This is an optimization exercise on Yosys and OpenROAD, whose aim is small area and a short achievable clock period, not a production implementation.
In this exercise RTL edits were held to simulation tests only and were not proved equivalent to the original.

==> flow/design.v, too long to show whole: its modules and the start of the top module <==
// module lms_filter: 4236 lines
// module lms_fa: 7 lines
// module lms_ha: 7 lines
// module lms_add_acc: 118 lines
// module lms_add_ens: 108 lines
// module lms_add_mue: 110 lines
// module lms_add_upd0: 108 lines
// module lms_add_upd1: 108 lines
// module lms_add_upd2: 108 lines
// module lms_add_upd3: 108 lines
module lms_filter (
    input clk,
    input reset,
    input en,                  
    input [15:0] x_in,         
    input [15:0] d_in,         
    input [15:0] mu,           
    output [15:0] y_out,       
    output [15:0] e_out        
);
  // ...
==> flow/flow/run.sh <==
#!/bin/bash
set -euo pipefail
MARGIN=$(tr -d ' \n' < flow/setup_margin)
bash standard.sh SETUP_SLACK_MARGIN="$MARGIN" finish > flow_make.log 2>&1
==> flow/flow/setup_margin <==
10
==> flow/standard.sh <==
#!/bin/bash
# synth_recipe.tcl (not shown) runs the flow's synth.tcl, then flattens the netlist and writes it again
# the make line also repeats each setting of config.mk as NAME=value (left out here)
make -C /OpenROAD-flow-scripts/flow DESIGN_CONFIG=/design/flow/config.mk WORK_HOME=/design/flow/orfs CLKGATE_MAP_FILE= SYNTH_SCRIPT=/design/flow/synth_recipe.tcl "${@:-finish}"
==> flow/config.mk <==
export PLATFORM = sky130hd
export DESIGN_NAME = lms_filter
export DESIGN_NICKNAME = lms_filter
export VERILOG_FILES = /design/flow/design.v
export SDC_FILE = /design/flow/constraint.sdc
export NUM_CORES = 4
export LEC_CHECK = 0
export ABC_AREA = 1
export CAP_MARGIN = 20
export CORE_MARGIN = 2
export CORE_UTILIZATION = 52
export SLEW_MARGIN = 20
export SYNTH_HIERARCHICAL = 1
==> flow/constraint.sdc <==
create_clock -name core_clock -period 26.0 [get_ports {clk}]
set_input_delay 5.2000 -clock core_clock [delete_from_list [all_inputs] [get_ports {clk}]]
set_output_delay 5.2000 -clock core_clock [all_outputs]
set_load 0.01 [all_outputs]
==> results.ini, run 1 <==
[final_layout]
syn_to_final_growth_pct=10.9
buffer_area_frac=0.0712
final-clk-cell-share=0.00900
finalNetCount=8360
fill_cells=10300
seq_area_frac=0.0681

[min_path]
holdPathStages=2
min_from=xd3[1]

[global_route]
gr-usage-met2=0.600
grt_max_degree=84
grt_usage=0.405
grt_pass1_vias=53200
use_met3=0.115

[run_status]
outcome=timing/DRC/antenna clean

[floorplan]
initial_core_util=0.525
fp.dieH_um=344
io_pins=83
die-area_um2=118000
core-area_um2=114000

[sta]
clock.fmax_mhz=64.4
fin_setup_tns_ns=0
hold_ws_ns=0.548

[placed_design]
io_buffers=82
hpwlAfterDp_mm=175

[routing]
wl_per_cell_um=29.0
drt_iter0_drc=7868
viasPerCell=6.44

[critical_path]
cp_num_cells=68
reg2reg_from=xd2[13]
worstPathRequired_ns=26.48
arrival_ns=16.00
crit_family=adder cells

[clock_network]
clkTransAtPathRegs_ns=0.09

==> inputs of run 2 (changes only) <==
--- a/flow/config.mk
+++ b/flow/config.mk
@@ -8,6 +8,7 @@
 export ABC_AREA = 1
 export CAP_MARGIN = 20
 export CORE_MARGIN = 2
-export CORE_UTILIZATION = 52
+export CORE_UTILIZATION = 50
+export PLACE_DENSITY = 0.72
 export SLEW_MARGIN = 20
 export SYNTH_HIERARCHICAL = 1
==> run 2 against run 1 <==
  * Critical path depth rose by 4
  * Fmax down 0.59%
  * Area after synthesis is the same
  * Non-clock buffer count rose by 18
==> results.ini, run 2 <==
[final_layout]
layoutNonFillerInstCount=8637  ; was 8522
layout-drive-gt1-share=0.149  ; was 0.145
syn_to_final_growth_pct=11.1  ; was 10.9%
fill_cells=10600  ; was 10300
stdcell_area_um2=66700  ; was 66600 µm²
utilization=0.558  ; was 0.582
layout.cells.most_common_list=nand2_1 (1203), xor2_1 (1175), fa_1 (1012)  ; was nand2_1 (1207), xor2_1 (1181), fa_1 (1018)
final_common_cell=nand2_1  ; unchanged
finalNetCount=8377  ; was 8360

[sta]
fin_worst_skew_ns=0.0267  ; was 0.0241 ns
hold_ws_ns=0.563  ; was 0.548 ns
worst_pin_slew_ns=1.06  ; was 1.09 ns
min_period_over_period=0.600  ; was 0.597
setup-violations-final=0  ; unchanged
fin_ws_ns=10.39  ; was 10.48 ns
rsz0062_at_grt=false  ; was true
slew_headroom=0.291  ; was 0.272
report.final.slew_viol_count=0  ; unchanged
timing.final.crit_period_ns=15.61  ; was 15.52 ns
fin_setup_tns_ns=0  ; unchanged
clock.fmax_mhz=64.1  ; was 64.4 MHz
final_hold_viol_count=0  ; unchanged

[placed_design]
gp_congestion=1.12  ; was 1.06
io_buffers=82  ; unchanged
dp_slack_ns=7.31  ; was 7.55 ns
dpl_cell_area_um2=61400  ; was 61300 µm²
hpwlAfterDp_mm=172  ; was 175 mm
placedCellCount=8302  ; was 8207

[critical_path]
slowest_delay_ns=0.72  ; about the same
reg2reg_depth=72  ; was 68
timing.critical_path.to_type=flop  ; unchanged
cp-start-kind=flop  ; unchanged
timing.rr.end=w0[15]  ; unchanged
r2r_slack_ns=10.39  ; was 10.48 ns
path_common_cell=nand2_1  ; unchanged
reg2reg_from=xd1[9]  ; was xd2[13]
path_class=flop to flop  ; unchanged
worstPathRequired_ns=26.42  ; was 26.48 ns
slowest_stage=fa_2  ; was fa_1
arrival_ns=16.03  ; was 16.00 ns
crit_path_start=xd1[9]  ; was xd2[13]
cp_max_fo=29  ; was 25

[synthesis]
syn_inst=7063  ; unchanged
yosysWarningCount=7  ; unchanged
syn_avg_cell_area_um2=8.50  ; unchanged
syn_area_um2=60000  ; unchanged

[clock_network]
clkTransAtPathRegs_ns=0.09  ; about the same
cts_tree=done  ; unchanged
clock_sinks=176  ; unchanged
ctsHoldBuffers=0  ; unchanged
cts_buffer_depth=2  ; unchanged
h-tree-depth=4  ; unchanged
cts_buffers=17  ; unchanged
clk_latency_ns=0.56  ; was 0.58 ns
root_buffer=clkbuf_16  ; unchanged

[global_route]
grt_first_pass_wirelength_mm=350  ; was 352 mm
grt_max_degree=69  ; was 84
grt_usage=0.385  ; was 0.405
overflow=0  ; unchanged
grt_pass1_vias=53700  ; was 53200
antenna_found_initial=5  ; was 6

[floorplan]
core-area_um2=119000  ; was 114000 µm²
initial_core_util=0.502  ; was 0.525
die_width_um=350  ; was 344 µm
rows=127  ; was 124
die-area_um2=123000  ; was 118000 µm²
fp.dieH_um=350  ; was 344 µm
io_pins=83  ; unchanged

[routing]
wl_per_cell_um=28.3  ; was 29.0 µm
viasPerCell=6.44  ; about the same
num_vias=55600  ; was 54900
drt_iter0_drc=8803  ; was 7868
firstDrtPassIters=10  ; was 9
drc_errors=0  ; unchanged
ant_nets=0  ; unchanged
wl_mm=244  ; was 247 mm

[min_path]
holdPathEnd=xd3[16]  ; was xd3[1]
hp-class=flop to flop  ; unchanged
min_from=xd2[16]  ; was xd3[1]
holdPathStages=2  ; unchanged

[flow_run]
maxCapViolCount=0  ; unchanged

[run_status]
outcome=timing/DRC/antenna clean  ; unchanged

-- run 2: final cells by class --
| type | instances | area, µm² | share of cell area |
|---|---|---|---|
| multi-input combinational | 5644 | 51700 | 0.775 |
| timing repair buffer | 490 | 4800 | 0.0719 |
| sequential | 176 | 4560 | 0.0684 |
| inverter | 673 | 2970 | 0.0446 |
| tap | 1612 | 2020 | 0.0303 |
| clock buffer | 21 | 440 | 0.00661 |
| clock inverter | 11 | 149 | 0.00223 |
| timing repair inverter | 8 | 40.0 | 0.000601 |
| antenna | 2 | 5.00 | 0.0000751 |
-- run 2: critical path: cells and delay by family, from the launching register on --
family | cells | cell delay, ns
fa+ha+maj | 20 | 8.93
simple gates | 34 | 3.14
buf+inv | 12 | 1.83
compound gates | 4 | 0.67
flops | 1 | 0.48
xor+xnor | 2 | 0.39
-- run 2: worst max path at each step --
stage / to / depth (start not counted) / slack (ns)
detailed placement: w1[15] / 72 / 7.31
finish: w0[15] / 72 / 10.39
global placement: w1[15] / 73 / 7.63
CTS: w1[15] / 70 / 10.00
floorplan: w3[11] / 72 / 11.58
global route: w0[15] / 72 / 9.85
-- run 2: per-layer routing --
metal  share of wire  vias up  track usage
met5         0.00042        -            0
met4           0.074        8        0.191
met2            0.42     4633        0.576
met1            0.35    27000        0.499
met3            0.15     1075        0.126
li1                -    22900            -
-- run 2: repair_timing --
action / 4_1_cts / 5_1_grt
gates resized for setup: 161 / 420
setup buffers: 90 / 194
hold endpoints to repair: 0 / 0
pin swaps: 3 / 55
cloned: 2 / 15
endpoints found under the setup margin: 70 / 64
==> inputs of run 3 (changes only) <==
--- a/flow/config.mk
+++ b/flow/config.mk
@@ -8,7 +8,7 @@
 export ABC_AREA = 1
 export CAP_MARGIN = 20
 export CORE_MARGIN = 2
-export CORE_UTILIZATION = 50
-export PLACE_DENSITY = 0.72
+export CORE_UTILIZATION = 45
+export GPL_ROUTABILITY_DRIVEN = 0
 export SLEW_MARGIN = 20
 export SYNTH_HIERARCHICAL = 1
==> run 3 against run 2 <==
  * Still clean on timing, DRC and antenna
  * Cell count up 1.2%
  * Clock skew is 0.0079 ns higher
  * Synthesized cell count unchanged
  * Core utilization is 5.7 points lower
  * First-iteration DRC count down 2.6%
==> results.ini, run 3 <==
[synthesis]
yosysWarningCount=7  ; unchanged
syn_area_um2=60000  ; unchanged
syn_avg_cell_area_um2=8.50  ; unchanged
syn_inst=7063  ; unchanged

[critical_path]
arrival_ns=16.02  ; was 16.03 ns
cp_max_fo=32  ; was 29
reg2reg_depth=59  ; was 72
worstPathRequired_ns=26.48  ; was 26.42 ns
path_class=flop to flop  ; unchanged
slowest_stage=dfrtp_2  ; was fa_2
cp_num_cells=59  ; was 72
slowest_delay_ns=0.71  ; was 0.72 ns
timing.critical_path.to_type=flop  ; unchanged
crit_family=adder cells  ; unchanged
crit_buf_inv=7  ; was 12
cp-start-kind=flop  ; unchanged
r2r_slack_ns=10.46  ; was 10.39 ns

[sta]
final_hold_viol_count=0  ; unchanged
clock.fmax_mhz=64.3  ; was 64.1 MHz
rsz0062_at_grt=true  ; was false
report.final.slew_viol_count=0  ; unchanged
fin_setup_tns_ns=0  ; unchanged
setup-violations-final=0  ; unchanged
hold_ws_ns=0.499  ; was 0.563 ns
timing.final.crit_period_ns=15.54  ; was 15.61 ns
worst_pin_slew_ns=0.970  ; was 1.06 ns
fin_worst_skew_ns=0.0346  ; was 0.0267 ns
slew_headroom=0.353  ; was 0.291
min_period_over_period=0.598  ; was 0.600

[final_layout]
syn_to_final_growth_pct=10.1  ; was 11.1%
utilization=0.501  ; was 0.558
finalNetCount=8340  ; was 8377
layout-drive-gt1-share=0.134  ; was 0.149
stdcell_area_um2=66100  ; was 66700 µm²
final_common_cell=nand2_1  ; unchanged
layout.cells.most_common_list=nand2_1 (1212), xor2_1 (1186), fa_1 (1035)  ; was nand2_1 (1203), xor2_1 (1175), fa_1 (1012)

[clock_network]
cts_buffers=17  ; unchanged
h-tree-depth=4  ; unchanged
clkTransAtPathRegs_ns=0.11  ; was 0.09 ns
cts_buffer_depth=2  ; unchanged
clk_latency_ns=0.58  ; was 0.56 ns
cts_tree=done  ; unchanged
clock_sinks=176  ; unchanged
ctsHoldBuffers=0  ; unchanged
root_buffer=clkbuf_16  ; unchanged

[global_route]
grt_first_pass_wirelength_mm=348  ; was 350 mm
overflow=0  ; unchanged
grt_usage=0.342  ; was 0.385
grt_max_degree=92  ; was 69
grt_pass1_vias=52700  ; was 53700
antenna_found_initial=3  ; was 5

[routing]
wl_per_cell_um=27.2  ; was 28.3 µm
drc_errors=0  ; unchanged
firstDrtPassIters=9  ; was 10
viasPerCell=6.27  ; was 6.44
ant_nets=0  ; unchanged
drt_iter0_drc=8577  ; was 8803
num_vias=54800  ; was 55600
wl_mm=237  ; was 244 mm

[floorplan]
initial_core_util=0.455  ; was 0.502
core-area_um2=132000  ; was 119000 µm²
fp.dieH_um=369  ; was 350 µm
rows=133  ; was 127
io_pins=83  ; unchanged
die_width_um=369  ; was 350 µm
die-area_um2=136000  ; was 123000 µm²

[min_path]
hp-class=flop to flop  ; unchanged
holdPathStages=2  ; unchanged

[placed_design]
io_buffers=82  ; unchanged
hpwlAfterDp_mm=171  ; was 172 mm
dpl_cell_area_um2=61700  ; was 61400 µm²

[flow_run]
maxCapViolCount=0  ; unchanged

[run_status]
outcome=timing/DRC/antenna clean  ; unchanged

[run 3: stage by stage]
step | std cells | setup WS (ns)
after global routing | 8741 | 9.90
after detailed placement | 8452 | 7.80
final | 8743 | 10.46
after floorplan | 7067 | 11.58
after global placement | 8451 | 8.10
after CTS | 8570 | 10.00
[run 3: worst register-to-register path, delay by kind of cell (launching register included)]
kind                     cells  cell delay [ns]
adder cells (fa/ha/maj)     17             7.49
AO/OA/AOI/OAI                5             0.73
AND/OR/NAND/NOR             25             3.53
flip-flops                   1             0.71
XOR/XNOR                     5             1.35
buffers and inverters        7             1.63
[run 3: timing repair]
action,4_1_cts,5_1_grt
gates cloned,2,5
endpoints found under the setup margin,67,64
setup buffers,84,166
pin swaps,1,26
resized for setup,140,316
endpoints found under the hold margin,0,0
[run 3: layer usage]
layer  part of all wire  global-route usage  routed length (µm)  up-vias
met2               0.41               0.493               98000     4210
met5            0.00021                   0                  50        -
li1                   -                   -                   -    22800
met4              0.067               0.166               15800        2
met3               0.15               0.124               35100      907
met1               0.37               0.454               88500    26800
[run 3: layout make-up]
cell class / count / area (µm²)
Clock buffer: 17 / 425
Fill cell: 12300 / 65900
Timing Repair Buffer: 457 / 4380
Antenna cell: 2 / 5.00
Tap cell: 1755 / 2200
Clock inverter: 15 / 168
Timing Repair inverter: 6 / 33.8
Inverter: 673 / 3020
Sequential cell: 176 / 4510
Multi-Input combinational cell: 5642 / 51300
[run 3: final timing paths]
path	from	endpoint
worst max-delay path	xd3[17]	w0[1]
worst min-delay path	xd1[1]	xd2[1]
worst max register to register	xd3[17]	w0[1]
worst min register to register	xd1[1]	xd2[1]
max in group asynchronous	reset	xd2[8]
min in group asynchronous	reset	w0[0]
==> inputs of run 4 (changes only) <==
--- a/flow/config.mk
+++ b/flow/config.mk
@@ -9,6 +9,5 @@
 export CAP_MARGIN = 20
 export CORE_MARGIN = 2
 export CORE_UTILIZATION = 45
-export GPL_ROUTABILITY_DRIVEN = 0
 export SLEW_MARGIN = 20
 export SYNTH_HIERARCHICAL = 1
==> run 4 against run 3 <==
  * Worst setup slack better by 0.11 ns
  * Count of clock-buffer cells in the layout unchanged
  * Die area unchanged
  * Critical path depth up 12
  * Design area up 0.48%
  * Worst hold slack better by 0.064 ns
  * Register-to-register slack better by 0.11 ns
  * Still clean on timing, DRC and antenna
  * Sequential cell count unchanged
  * Critical path type unchanged
  * Clock skew down 0.0083 ns
==> results.ini, run 4 <==
[sta]
report.final.slew_viol_count=0  ; unchanged
fin_setup_tns_ns=0  ; unchanged
hold_ws_ns=0.562  ; was 0.499 ns
slew_headroom=0.317  ; was 0.353
timing.final.crit_period_ns=15.43  ; was 15.54 ns
rsz0062_at_grt=false  ; was true
min_period_over_period=0.593  ; was 0.598
setup-violations-final=0  ; unchanged
clock.fmax_mhz=64.8  ; was 64.3 MHz
worst_pin_slew_ns=1.02  ; was 0.970 ns
fin_worst_skew_ns=0.0263  ; was 0.0346 ns
final_hold_viol_count=0  ; unchanged

[global_route]
use_met3=0.112  ; was 0.124
antenna_found_initial=4  ; was 3
grt_first_pass_wirelength_mm=347  ; was 348 mm
overflow=0  ; unchanged
grt_usage=0.342  ; about the same
grt_max_degree=89  ; was 92
gr-usage-met2=0.498  ; was 0.493
grt_pass1_vias=52000  ; was 52700
top_usage_layer=met2  ; unchanged
use_met1=0.462  ; was 0.454

[critical_path]
r2r_slack_ns=10.57  ; was 10.46 ns
crit_family=adder cells  ; unchanged
timing.critical_path.to_type=flop  ; unchanged
path_class=flop to flop  ; unchanged
arrival_ns=15.88  ; was 16.02 ns
cp-start-kind=flop  ; unchanged
reg2reg_from=w0[13]  ; was xd3[17]
timing.rr.end=w1[15]  ; was w0[1]
slowest_stage=fa_1  ; was dfrtp_2
cp_max_fo=48  ; was 32
reg2reg_depth=71  ; was 59
slowest_delay_ns=0.59  ; was 0.71 ns
worstPathRequired_ns=26.45  ; was 26.48 ns
crit_buf_inv=14  ; was 7
path_common_cell=nand2_1

[placed_design]
gp_congestion=1.10
hpwlAfterDp_mm=172  ; was 171 mm
io_buffers=82  ; unchanged

[routing]
ant_nets=0  ; unchanged
wl_mm=241  ; was 237 mm
drc_errors=0  ; unchanged
drt_iter0_drc=7456  ; was 8577
firstDrtPassIters=14  ; was 9
wl_per_cell_um=27.6  ; was 27.2 µm
num_vias=54000  ; was 54800
viasPerCell=6.19  ; was 6.27

[floorplan]
io_pins=83  ; unchanged
rows=133  ; unchanged
die_width_um=369  ; unchanged
initial_core_util=0.455  ; unchanged
die-area_um2=136000  ; unchanged
fp.dieH_um=369  ; unchanged
core-area_um2=132000  ; unchanged

[synthesis]
syn_area_um2=60000  ; unchanged
syn_avg_cell_area_um2=8.50  ; unchanged
yosysWarningCount=7  ; unchanged
syn_inst=7063  ; unchanged

[clock_network]
clkTransAtPathRegs_ns=0.09  ; was 0.11 ns
cts_buffers=17  ; unchanged
ctsHoldBuffers=0  ; unchanged
cts_buffer_depth=2  ; unchanged
cts_tree=done  ; unchanged
root_buffer=clkbuf_16  ; unchanged
clock_sinks=176  ; unchanged
clk_latency_ns=0.58  ; about the same
h-tree-depth=4  ; unchanged

[run_status]
outcome=timing/DRC/antenna clean  ; unchanged

[min_path]
min_from=xd1[1]  ; unchanged
holdPathStages=2  ; unchanged
holdPathEnd=xd2[1]  ; unchanged
hp-class=flop to flop  ; unchanged

[final_layout]
seq_area_um2=4510  ; about the same
fill_cells=12400  ; was 12300
multiInputGateArea_um2=51600  ; was 51300 µm²
layout.cells.most_common_list=nand2_1 (1209), xor2_1 (1177), fa_1 (1029)  ; was nand2_1 (1212), xor2_1 (1186), fa_1 (1035)
final_common_cell=nand2_1  ; unchanged
finalNetCount=8316  ; was 8340
syn_to_final_growth_pct=10.6  ; was 10.1%
layout-drive-gt1-share=0.135  ; was 0.134

[flow_run]
maxCapViolCount=0  ; unchanged

==> run 4: per-stage QoR <==
step / cells / util / area (µm²) / worst slack, ns
after floorplan: 7067 / - / 60000 / 11.58
after global placement: 8451 / 0.467 / 61600 / 7.81
after detailed placement: 8451 / 0.467 / 61600 / 7.51
after CTS: 8551 / 0.479 / 63200 / 10.01
after global routing: 8717 / 0.503 / 66400 / 9.93
final: 8720 / 0.503 / 66400 / 10.57
==> run 4: worst max-delay path by stage <==
| stage | startpoint | end | cells past startpoint |
|---|---|---|---|
| finish | w0[13] | w1[15] | 71 |
| detailed placement | xd0[0] | w0[15] | 66 |
| floorplan | xd0[8] | w3[11] | 72 |
| global placement | xd0[0] | w1[15] | 65 |
| global route | w0[13] | w0[15] | 75 |
| CTS | xd1[3] | w0[15] | 68 |
==> run 4: area by class of cell <==
| type | count | area share |
|---|---|---|
| Antenna cell | 3 | 0.000113 |
| Clock buffer | 17 | 0.00641 |
| Clock inverter | 15 | 0.00279 |
| Inverter | 673 | 0.0456 |
| Multi-Input combinational cell | 5643 | 0.777 |
| Sequential cell | 176 | 0.0679 |
| Tap cell | 1755 | 0.0331 |
| Timing Repair Buffer | 432 | 0.0666 |
| Timing Repair inverter | 6 | 0.000603 |
==> run 4: worst reg2reg max path: cells and delay by family, from the launching register on <==
family	cells	cell delay, ns
AO/OA/AOI/OAI	5	1.02
XOR/XNOR	3	0.66
adder cells (fa/ha/maj)	19	8.38
buffers and inverters	14	1.96
flip-flops	1	0.43
AND/OR/NAND/NOR	30	2.90
==> run 4: repair_timing <==
action,4_1_cts,5_1_grt
pin swaps,2,30
setup endpoints to repair,65,64
setup buffers,67,153
gates cloned,1,13
gates resized for setup,124,371
==> run 4: metal layers <==
layer / wire (µm) / vias to the layer above
met4: 15100 / 6
met3: 33200 / 783
met5: 262 / -
met1: 92100 / 26500
li1: - / 22800
met2: 100000 / 3956
==> inputs of run 5 (changes only) <==
==> flow/flow/run.sh (replaced) <==
#!/bin/bash
set -euo pipefail
read -r CTS_MARGIN GRT_MARGIN < flow/setup_margin
bash standard.sh SETUP_SLACK_MARGIN="$CTS_MARGIN" cts > flow_make_cts.log 2>&1
bash standard.sh SETUP_SLACK_MARGIN="$GRT_MARGIN" finish > flow_make_finish.log 2>&1
==> flow/flow/setup_margin (replaced) <==
10 9.5
--- a/flow/config.mk
+++ b/flow/config.mk
@@ -8,6 +8,6 @@
 export ABC_AREA = 1
 export CAP_MARGIN = 20
 export CORE_MARGIN = 2
-export CORE_UTILIZATION = 45
+export CORE_UTILIZATION = 50
 export SLEW_MARGIN = 20
 export SYNTH_HIERARCHICAL = 1
==> run 5 against run 4 <==
  * First-iteration DRC count down 1.6%
  * Cell count fell by 2.0%
  * Count of clock-buffer cells in the layout up 4
  * Critical endpoint is now w0[13]
  * Non-clock buffer count down 26
  * Sequential share of layout area up 0.17 points
  * Still clean on timing, DRC and antenna
  * Highest routed layer unchanged
==> results.ini, run 5 <==
[run_status]
outcome=timing/DRC/antenna clean  ; unchanged

[routing]
drt_iter0_drc=7337  ; was 7456
viasPerCell=6.28  ; was 6.19
ant_nets=0  ; unchanged
wl_per_cell_um=28.0  ; was 27.6 µm
drc_errors=0  ; unchanged
num_vias=53700  ; was 54000
wl_mm=239  ; was 241 mm
firstDrtPassIters=9  ; was 14

[placed_design]
gp_congestion=1.08  ; was 1.10
io_buffers=82  ; unchanged
dp_slack_ns=7.41  ; was 7.51 ns
hpwlAfterDp_mm=175  ; was 172 mm
dpl_cell_area_um2=61500  ; was 61600 µm²

[critical_path]
timing.critical_path.to_type=flop  ; unchanged
slowest_stage=fa_2  ; was fa_1
path_common_cell=nand2_1  ; unchanged
arrival_ns=16.35  ; was 15.88 ns
cp-start-kind=flop  ; unchanged
path_class=flop to flop  ; unchanged
crit_family=adder cells  ; unchanged
timing.rr.end=w0[13]  ; was w1[15]
worstPathRequired_ns=26.45  ; about the same
reg2reg_from=xd1[10]  ; was w0[13]
r2r_slack_ns=10.10  ; was 10.57 ns
slowest_delay_ns=0.63  ; was 0.59 ns
reg2reg_depth=68  ; was 71
crit_buf_inv=8  ; was 14
cp_max_fo=45  ; was 48

[global_route]
grt_first_pass_wirelength_mm=353  ; was 347 mm
antenna_found_initial=5  ; was 4
grt_max_degree=80  ; was 89
grt_usage=0.389  ; was 0.342
overflow=0  ; unchanged
grt_pass1_vias=53000  ; was 52000

[sta]
clock.fmax_mhz=62.9  ; was 64.8 MHz
fin_worst_skew_ns=0.0236  ; was 0.0263 ns
timing.final.crit_period_ns=15.90  ; was 15.43 ns
min_period_over_period=0.612  ; was 0.593
report.final.slew_viol_count=0  ; unchanged
setup-violations-final=0  ; unchanged
rsz0062_at_grt=true  ; was false
fin_setup_tns_ns=0  ; unchanged
worst_pin_slew_ns=1.18  ; was 1.02 ns
slew_headroom=0.206  ; was 0.317
final_hold_viol_count=0  ; unchanged
fin_ws_ns=10.10  ; was 10.57 ns

[synthesis]
syn_avg_cell_area_um2=8.50  ; unchanged
syn_area_um2=60000  ; unchanged
yosysWarningCount=7  ; unchanged
syn_inst=7063  ; unchanged

[clock_network]
cts_buffers=17  ; unchanged
root_buffer=clkbuf_16  ; unchanged
cts_tree=done  ; unchanged
cts_buffer_depth=2  ; unchanged
clk_latency_ns=0.58  ; about the same
clkTransAtPathRegs_ns=0.10  ; was 0.09 ns
h-tree-depth=4  ; unchanged
clock_sinks=176  ; unchanged
ctsHoldBuffers=0  ; unchanged

[min_path]
holdPathEnd=xd3[16]  ; was xd2[1]
hp-class=flop to flop  ; unchanged
min_from=xd2[16]  ; was xd1[1]
holdPathStages=2  ; unchanged

[final_layout]
finalNetCount=8288  ; was 8316
layout-drive-gt1-share=0.121  ; was 0.135
final_common_cell=nand2_1  ; unchanged
layout.cells.most_common_list=nand2_1 (1211), xor2_1 (1183), fa_1 (1043)  ; was nand2_1 (1209), xor2_1 (1177), fa_1 (1029)
syn_to_final_growth_pct=8.11  ; was 10.6%
stdcell_area_um2=64900  ; was 66400 µm²

[floorplan]
fp.dieH_um=350  ; was 369 µm
rows=127  ; was 133
core-area_um2=119000  ; was 132000 µm²
die-area_um2=123000  ; was 136000 µm²
initial_core_util=0.502  ; was 0.455
die_width_um=350  ; was 369 µm
io_pins=83  ; unchanged

[flow_run]
maxCapViolCount=0  ; unchanged

==> run 5: cell count changes in the layout (fill, tap and decap cells not counted), moves of 14 or more <==
| cell | change |
|---|---|
| buf_12 | -20 |
| fa_2 | -14 |
| o22ai_2 | -23 |
| o22ai_1 | +24 |
| fa_1 | +14 |
==> run 5: area by class of cell <==
| class | count | area (µm²) |
|---|---|---|
| diodes | 2 | 5.00 |
| clock buffers | 21 | 470 |
| clock inverters | 11 | 115 |
| fillers | 11200 | 54600 |
| inverters | 673 | 2860 |
| multi-input cells | 5644 | 51200 |
| flip-flops and latches | 176 | 4520 |
| well taps | 1612 | 2020 |
| repair buffers | 406 | 3730 |
| repair inverters | 3 | 15.0 |
==> run 5: worst max-delay path by stage <==
| stage | start | endpoint | slack (ns) | cells past startpoint |
|---|---|---|---|---|
| 6_report | xd1[10] | w0[13] | 10.10 | 68 |
| 5_1_grt | xd0[3] | w2[13] | 9.48 | 72 |
| 4_1_cts | xd0[3] | w3[15] | 10.00 | 75 |
| 3_5_place_dp | xd0[0] | w2[15] | 7.41 | 72 |
| 3_3_place_gp | xd0[0] | w2[15] | 7.64 | 71 |
| 2_1_floorplan | xd0[8] | w3[11] | 11.58 | 72 |
==> run 5: routing by layer <==
metal | routed length, µm | track usage
met2 | 101000 | 0.571
met1 | 92000 | 0.519
met3 | 29900 | 0.115
met5 | 179 | 0
met4 | 16100 | 0.202
==> run 5: worst min-delay path, cell delays in order, from the launching register on <==
cell and delay [ns]:
dfrtp_1 0.41, nand2_1 0.08, o21ai_0 0.06
==> run 5: repair_timing <==
action,4_1_cts,5_1_grt
setup buffers,101,99
gates resized for setup,166,168
gates cloned,3,4
setup endpoints to repair,75,64
pin swaps,2,8
==> run 5: through the flow <==
stage / util / hold slack (ns) / std cells
after global placement: 0.514 / 0.516 / 8307
after global routing: 0.543 / 0.575 / 8546
final: 0.543 / 0.554 / 8548
after CTS: 0.531 / 0.556 / 8443
after floorplan: - / 0.453 / 7067
after detailed placement: 0.514 / 0.522 / 8307
==> inputs of run 6 (changes only) <==
==> flow/flow/setup_margin (replaced) <==
10.5 0
--- a/flow/config.mk
+++ b/flow/config.mk
@@ -8,6 +8,6 @@
 export ABC_AREA = 1
 export CAP_MARGIN = 20
 export CORE_MARGIN = 2
-export CORE_UTILIZATION = 50
+export CORE_UTILIZATION = 45
 export SLEW_MARGIN = 20
 export SYNTH_HIERARCHICAL = 1
==> run 6 against run 5 <==
  * Largest cell class unchanged
  * First-iteration DRC count grew 1.3%
  * Sequential cell count is the same
  * Wire length shrank 1.5%
  * Worst hold slack gained 0.031 ns
  * Highest routed layer is now met4
  * Still clean
  * Area after synthesis is the same
  * Die area grew 11%
  * Critical path depth shrank 5
  * Fmax shrank 0.60%
  * Clock skew grew 0.0062 ns
==> results.ini, run 6 <==
[critical_path]
reg2reg_from=xd1[21]  ; was xd1[10]
arrival_ns=16.45  ; was 16.35 ns
slowest_stage=fa_1  ; was fa_2
timing.critical_path.to_type=flop  ; unchanged
slowest_delay_ns=0.82  ; was 0.63 ns
reg2reg_depth=63  ; was 68
path_common_cell=nand2_1  ; unchanged
worstPathRequired_ns=26.45  ; about the same
cp-start-kind=flop  ; unchanged
timing.rr.end=w1[11]  ; was w0[13]
path_class=flop to flop  ; unchanged
r2r_slack_ns=10.00  ; was 10.10 ns
cp_max_fo=48  ; was 45

[clock_network]
clk_latency_ns=0.58  ; about the same
clkTransAtPathRegs_ns=0.10  ; about the same
cts_buffer_depth=2  ; unchanged
cts_buffers=17  ; unchanged
clock_sinks=176  ; unchanged
cts_tree=done  ; unchanged
root_buffer=clkbuf_16  ; unchanged
h-tree-depth=4  ; unchanged

[sta]
setup-violations-final=0  ; unchanged
report.final.slew_viol_count=0  ; unchanged
worst_pin_slew_ns=1.02  ; was 1.18 ns
timing.final.crit_period_ns=16.00  ; was 15.90 ns
clock.fmax_mhz=62.5  ; was 62.9 MHz
fin_setup_tns_ns=0  ; unchanged
min_period_over_period=0.615  ; was 0.612
rsz0062_at_grt=false  ; was true
final_hold_viol_count=0  ; unchanged
fin_worst_skew_ns=0.0299  ; was 0.0236 ns
slew_headroom=0.320  ; was 0.206

[final_layout]
multiInputGateArea_um2=50900  ; was 51200 µm²
finalNetCount=8250  ; was 8288
stdcell_area_um2=64500  ; was 64900 µm²
final_common_cell=nand2_1  ; unchanged
syn_to_final_growth_pct=7.48  ; was 8.11%
fill_cells=12600  ; was 11200
layout-drive-gt1-share=0.110  ; was 0.121
seq_area_um2=4490  ; was 4520 µm²
layout.cells.most_common_list=nand2_1 (1214), xor2_1 (1195), fa_1 (1047)  ; was nand2_1 (1211), xor2_1 (1183), fa_1 (1043)

[routing]
dr_wl_met2_mm=98.1  ; was 101 mm
met3_length_mm=31.7  ; was 29.9 mm
firstDrtPassIters=9  ; unchanged
wl_met1_mm=91.9  ; was 92.0 mm
drc_errors=0  ; unchanged
wl_per_cell_um=27.2  ; was 28.0 µm
num_vias=53300  ; was 53700
viasPerCell=6.16  ; was 6.28
wl_mm=236  ; was 239 mm
ant_nets=0  ; unchanged
highest_layer=met4  ; was met5
drt_iter0_drc=7430  ; was 7337

[synthesis]
syn_avg_cell_area_um2=8.50  ; unchanged
yosysWarningCount=7  ; unchanged
syn_inst=7063  ; unchanged
syn_area_um2=60000  ; unchanged

[flow_run]
maxCapViolCount=0  ; unchanged

[global_route]
grt_max_degree=89  ; was 80
grt_pass1_vias=52800  ; was 53000
grt_usage=0.346  ; was 0.389
grt_first_pass_wirelength_mm=352  ; was 353 mm
overflow=0  ; unchanged
antenna_found_initial=5  ; unchanged

[floorplan]
initial_core_util=0.455  ; was 0.502
fp.dieH_um=369  ; was 350 µm
die-area_um2=136000  ; was 123000 µm²
die_width_um=369  ; was 350 µm
io_pins=83  ; unchanged
core-area_um2=132000  ; was 119000 µm²
rows=133  ; was 127

[min_path]
min_from=xd2[19]  ; was xd2[16]
holdPathStages=2  ; unchanged
holdPathEnd=xd3[19]  ; was xd3[16]
hp-class=flop to flop  ; unchanged

[placed_design]
io_buffers=82  ; unchanged
dpl_cell_area_um2=61600  ; was 61500 µm²
gp_congestion=1.10  ; was 1.08
hpwlAfterDp_mm=172  ; was 175 mm

[run_status]
outcome=timing/DRC/antenna clean  ; unchanged

[run 6: layout make-up]
class	instances	area share
Antenna cell	4	0.000155
Clock buffer	17	0.00660
Clock inverter	15	0.00287
Inverter	673	0.0443
Multi-Input combinational cell	5642	0.789
Sequential cell	176	0.0696
Tap cell	1755	0.0340
Timing Repair Buffer	370	0.0537
Timing Repair inverter	3	0.000233
[run 6: how the worst max path moves through the flow]
stage,end,cells after the start,start,slack [ns]
floorplan,w3[11],72,xd0[8],11.58
global placement,w1[15],65,xd0[0],7.81
detailed placement,w0[15],66,xd0[0],7.51
CTS,w1[15],72,xd1[0],10.51
global route,w3[15],70,xd1[21],9.23
finish,w1[11],63,xd1[21],10.00
[run 6: repair_timing]
action,CTS,global route
hold buffers,0,0
gates resized for setup,254,0
setup buffers,164,0
setup endpoints to repair,94,0
endpoints found under the hold margin,0,0
[run 6: critical path: cells and delay by family (launching register included)]
kind	cells	cell delay, ns
AO/OA/AOI/OAI	7	1.09
flip-flops	1	0.52
AND/OR/NAND/NOR	27	2.85
XOR/XNOR	4	1.09
buffers and inverters	8	2.09
adder cells (fa/ha/maj)	17	8.02
[run 6: routing by layer]
metal / global-route usage / up-vias
met5: 0 / -
met3: 0.113 / 679
met1: 0.467 / 26200
li1: - / 22600
met4: 0.170 / 0
met2: 0.498 / 3807
[run 6: metrics by stage]
stage               utilization  instances  hold slack, ns  setup WS [ns]
floorplan                     -       7067           0.453          11.58
global placement          0.467       8451           0.532           7.81
detailed placement        0.467       8451           0.524           7.51
CTS                       0.489       8651           0.559          10.51
global route              0.489       8651           0.588           9.23
finish                    0.489       8655           0.585          10.00

[separate check: timing with driven ports]
No port has a modelled driver above. Below, the same layouts with a new extraction and two added sets of constraints.
Step 1 (the two cells are an assumption about what drives the block):
set clk [get_ports {clk}]
set_driving_cell -lib_cell sky130_fd_sc_hd__clkbuf_16 $clk
set_driving_cell -lib_cell sky130_fd_sc_hd__buf_2 [delete_from_list [all_inputs] $clk]
Step 2, shift: input delay + t, output delay - t, t = (earliest + latest rising clock arrival at the registers) / 2. This alone moves slack from input paths to output paths.
Three values: ideal ports, drivers, drivers and shift; two values: the first two.
run | shift t [ns] | setup WS [ns] | slew at the worst register clock pin (ns)
run 1 | 0.645 | 10.480 / 10.480 / 9.966 | 0.09 / 0.09
run 2 | 0.619 | 10.387 / 10.387 / 10.287 | 0.10 / 0.10
run 3 | 0.639 | 10.458 / 10.458 / 10.359 | 0.11 / 0.11
run 4 | 0.643 | 10.572 / 10.572 / 10.165 | 0.10 / 0.10
run 5 | 0.643 | 10.100 / 10.100 / 10.012 | 0.10 / 0.10
run 6 | 0.641 | 10.003 / 10.003 / 9.916 | 0.10 / 0.10
After both steps every run listed still meets setup and hold. For run 1, which loses most, drivers alone change the setup slack by 0.000 ns; drivers and shift together by -0.514 ns.
